Background: an optimization exercise with open tools, aiming at small area. Do not read the settings as production practice.
In this exercise RTL edits were held to simulation tests only and were not proved equivalent to the original.

v30:
Design YM2149, start of the top module:
module YM2149 (
	input      [7:0] I_DA,
	output reg [7:0] O_DA,
	output           O_DA_OE_L,
	input            I_A9_L,
	input            I_A8,
	input            I_BDIR,
	input            I_BC2,
	input            I_BC1,
	input            I_SEL_L,
	input            I_STEREO,
	output reg [7:0] O_AUDIO,
	output reg [1:0] O_CHAN,
	output reg [9:0] O_AUDIO_L,
	output reg [9:0] O_AUDIO_R,
	input      [7:0] I_IOA,
	output     [7:0] O_IOA,
	output           O_IOA_OE_L,
	input      [7:0] I_IOB,
	output     [7:0] O_IOB,
	output           O_IOB_OE_L,
	input            ENA,  
	input            RESET_L,
	input            CLK
);
==> flow/config.mk <==
export PLATFORM = sky130hd
export DESIGN_NAME = YM2149
export DESIGN_NICKNAME = YM2149
export VERILOG_FILES = /design/flow/design.v
export SDC_FILE = /design/flow/constraint.sdc
export NUM_CORES = 4
export LEC_CHECK = 0
export CAP_MARGIN = 5
export CORE_MARGIN = 2
export CORE_UTILIZATION = 40
export GPL_TIMING_DRIVEN = 0
export SLEW_MARGIN = 5
export BUFFER_PORTS_ARGS = -buffer_cell sky130_fd_sc_hd__buf_1
export CTS_ARGS = -sink_clustering_enable -repair_clock_nets -dont_use_dummy_load -buf_list sky130_fd_sc_hd__clkbuf_16 -root_buf sky130_fd_sc_hd__clkbuf_4 -sink_clustering_size 25 -sink_clustering_max_diameter 100
==> flow/constraint.sdc <==
create_clock -name core_clock -period 10.0 [get_ports {CLK}]
set_input_delay 2.0000 -clock core_clock [delete_from_list [all_inputs] [get_ports {CLK}]]
set_output_delay 2.0000 -clock core_clock [all_outputs]
set_load 0.01 [all_outputs]
standard.sh (not shown) runs the stock make flow with config.mk's settings and CLKGATE_MAP_FILE= SYNTH_SCRIPT=/design/flow/synth_recipe.tcl, a recipe that flattens the netlist after the stock synthesis.
==> flow/flow/run.sh <==
#!/bin/bash
# Layout flow: the standard synthesis; then the combinational logic between the
# registers (which are kept exactly as that synthesis made them) is re-mapped by ABC for
# area: each script s*.abc is tried, the smallest result is kept, and that is repeated
# from the kept netlist for a few rounds; then the standard layout steps on that
# netlist, with the settings in extra.mk (buf_1 port buffers, a clock tree of fewer
# buffers, no timing-driven placement).
set -euo pipefail
W=$PWD
F=$W/flow
R=$W/orfs/results/${FLOW_PLATFORM}/YM2149/base
LIB=$FLOW_HOME/platforms/${FLOW_PLATFORM}/lib/sky130_fd_sc_hd__tt_025C_1v80.lib
ROUNDS=3

if [[ -f $F/extra.mk ]]; then cat $F/extra.mk >> $W/config.mk; fi

# 1. standard synthesis
bash $W/standard.sh synth > $W/log_1_synth.txt 2>&1
cp $R/1_2_yosys.v $W/std_1_2_yosys.v

# 2. re-map the combinational logic; the flip-flop cells are kept as they are
python3 $F/gen_comb.py $LIB $W/comb_map.v > $W/log_2_gen_comb.txt 2>&1
mkdir -p $W/resyn
cur=$W/std_1_2_yosys.v
best_area=1e30
for r in $(seq 1 $ROUNDS); do
  found=""
  for s in $F/s*.abc; do
    n=r${r}_$(basename $s .abc)
    sed -e "s|@LIB@|$LIB|g" -e "s|@W@|$W|g" -e "s|@ABC@|$s|g" -e "s|@IN@|$cur|g" \
        -e "s|@OUT@|$W/resyn/$n.v|g" -e "s|@TOP@|$FLOW_TOP|g" $F/resyn.ys > $W/resyn/$n.ys
    if yosys -l $W/resyn/log_$n.txt -q -s $W/resyn/$n.ys > /dev/null 2>&1; then
      a=$(grep "Chip area for module" $W/resyn/log_$n.txt | tail -1 | awk '{print $NF}')
      echo "$n $a" >> $W/log_2_resyn_areas.txt
      if awk -v a="$a" -v b="$best_area" 'BEGIN{exit !(a < b)}'; then
        best_area=$a; found=$W/resyn/$n.v
      fi
    fi
  done
  [[ -z "$found" ]] && break
  cur=$found
  echo "round $r kept $cur $best_area" >> $W/log_2_resyn_areas.txt
done
if [[ "$cur" != "$W/std_1_2_yosys.v" ]]; then
  cp $cur $R/1_2_yosys.v
  touch $R/1_2_yosys.v
fi

# 3. standard layout from the re-mapped netlist
bash $W/standard.sh finish > $W/log_3_layout.txt 2>&1
Other scripts of this flow, unchanged in this note and not shown: flow/flow/extra.mk, flow/flow/gen_comb.py, flow/flow/resyn.ys, flow/flow/s01.abc, flow/flow/s02.abc, flow/flow/s03.abc, flow/flow/s04.abc, flow/flow/s05.abc, flow/flow/s06.abc, flow/flow/s07.abc, flow/flow/s08.abc, flow/flow/s09.abc, flow/flow/s10.abc
Relative to v30, the following input files were edited for v2:
diff --git a/flow/design.v b/flow/design.v
--- a/flow/design.v
+++ b/flow/design.v
@@ -60,37 +60,39 @@
 	if (rst | wsel[10]) r10 <= rst ? 5'd0 : I_DA[4:0];
 	if (rst | wsel[11]) r11 <= rst ? 8'd0 : I_DA;
 	if (rst | wsel[12]) r12 <= rst ? 8'd0 : I_DA;
 	if (rst | wsel[13]) r13 <= rst ? 4'd0 : I_DA[3:0];
 	if (rst | wsel[14]) r14 <= rst ? 8'd0 : I_DA;
 	if (rst | wsel[15]) r15 <= rst ? 8'd0 : I_DA;
 	env_reset <= rst | wsel[13];
 end
-wire       addr0_next = busctrl_addr ? I_DA[0] : addr[0];
-reg  [7:0] io_inreg;
-always @(posedge CLK)
-	io_inreg <= addr0_next ? I_IOB : I_IOA;
+reg [7:0] ioa_inreg, iob_inreg;
+always @(posedge CLK) begin
+	ioa_inreg <= I_IOA;
+	iob_inreg <= I_IOB;
+end
 always @(*) begin
 	case (addr)
 		4'h0: O_DA = r0;
 		4'h1: O_DA = {4'd0, r1};
 		4'h2: O_DA = r2;
 		4'h3: O_DA = {4'd0, r3};
 		4'h4: O_DA = r4;
 		4'h5: O_DA = {4'd0, r5};
 		4'h6: O_DA = {3'd0, r6};
 		4'h7: O_DA = r7;
 		4'h8: O_DA = {3'd0, r8};
 		4'h9: O_DA = {3'd0, r9};
 		4'hA: O_DA = {3'd0, r10};
 		4'hB: O_DA = r11;
 		4'hC: O_DA = r12;
 		4'hD: O_DA = {4'd0, r13};
-		default: O_DA = io_inreg;  
+		4'hE: O_DA = ioa_inreg;
+		default: O_DA = iob_inreg;
 	endcase
 end
 reg [3:0] cnt_div;
 reg       noise_div;
 reg       ena_div;
 wire div_zero = (cnt_div == 4'd0);
 always @(posedge CLK) begin
 	cnt_div   <= rst ? 4'd0 : (ENA & div_zero) ? {~I_SEL_L, 3'b111} : cnt_div - {3'b000, ENA};
--- outcome ---
- Against v30 as the reference, v2 delivers a lower biggest fanout along the worst timing path.
- Summary of v2 over v30: clock period minus worst slack fell 0.15 ns, flip-flop and latch count rose about 3%, setup slack after placement fell 0.18 ns, final hold slack about even.
- Number of clock-tree buffers in the layout in v2 is 1 higher than in v30
- Summary of v2 over v30: critical path depth in cells fell by 16, net count after synthesis rose by about 1.6%.
- Die area in v2 is 1.1% above v30.
- In the metrics for v30 and v2, the one carrying the higher register-to-register slack is v2.

-- afterwards: timing with drivers on the ports --
No port has a modelled driver above. Below, the same layouts with a new extraction and two added sets of constraints.
Step 1, drivers: a clkbuf_16 drives CLK and a buf_2 each remaining input, both assumed.
Step 2 adds t to the input delays and takes it off the output delays; t is the mean of the earliest and latest rising clock arrival at the registers after step 1. Input paths then give back, and output paths get back, about the clock's delay inside the block.
Slacks: ideal / step 1 / step 2; pairs: ideal / step 1.
run	shift t [ns]	setup WS [ns]	latest minus earliest clock arrival (ns)	pins driven straight from the clock port
v30	0.704	3.297 / 3.296 / 2.592	0.055 / 0.055	1
v2	0.708	3.443 / 3.403 / 2.777	0.052 / 0.052	1
After both steps every run listed still meets setup and hold. For v30, which loses most, drivers alone change the setup slack by -0.001 ns; drivers and shift together by -0.705 ns.
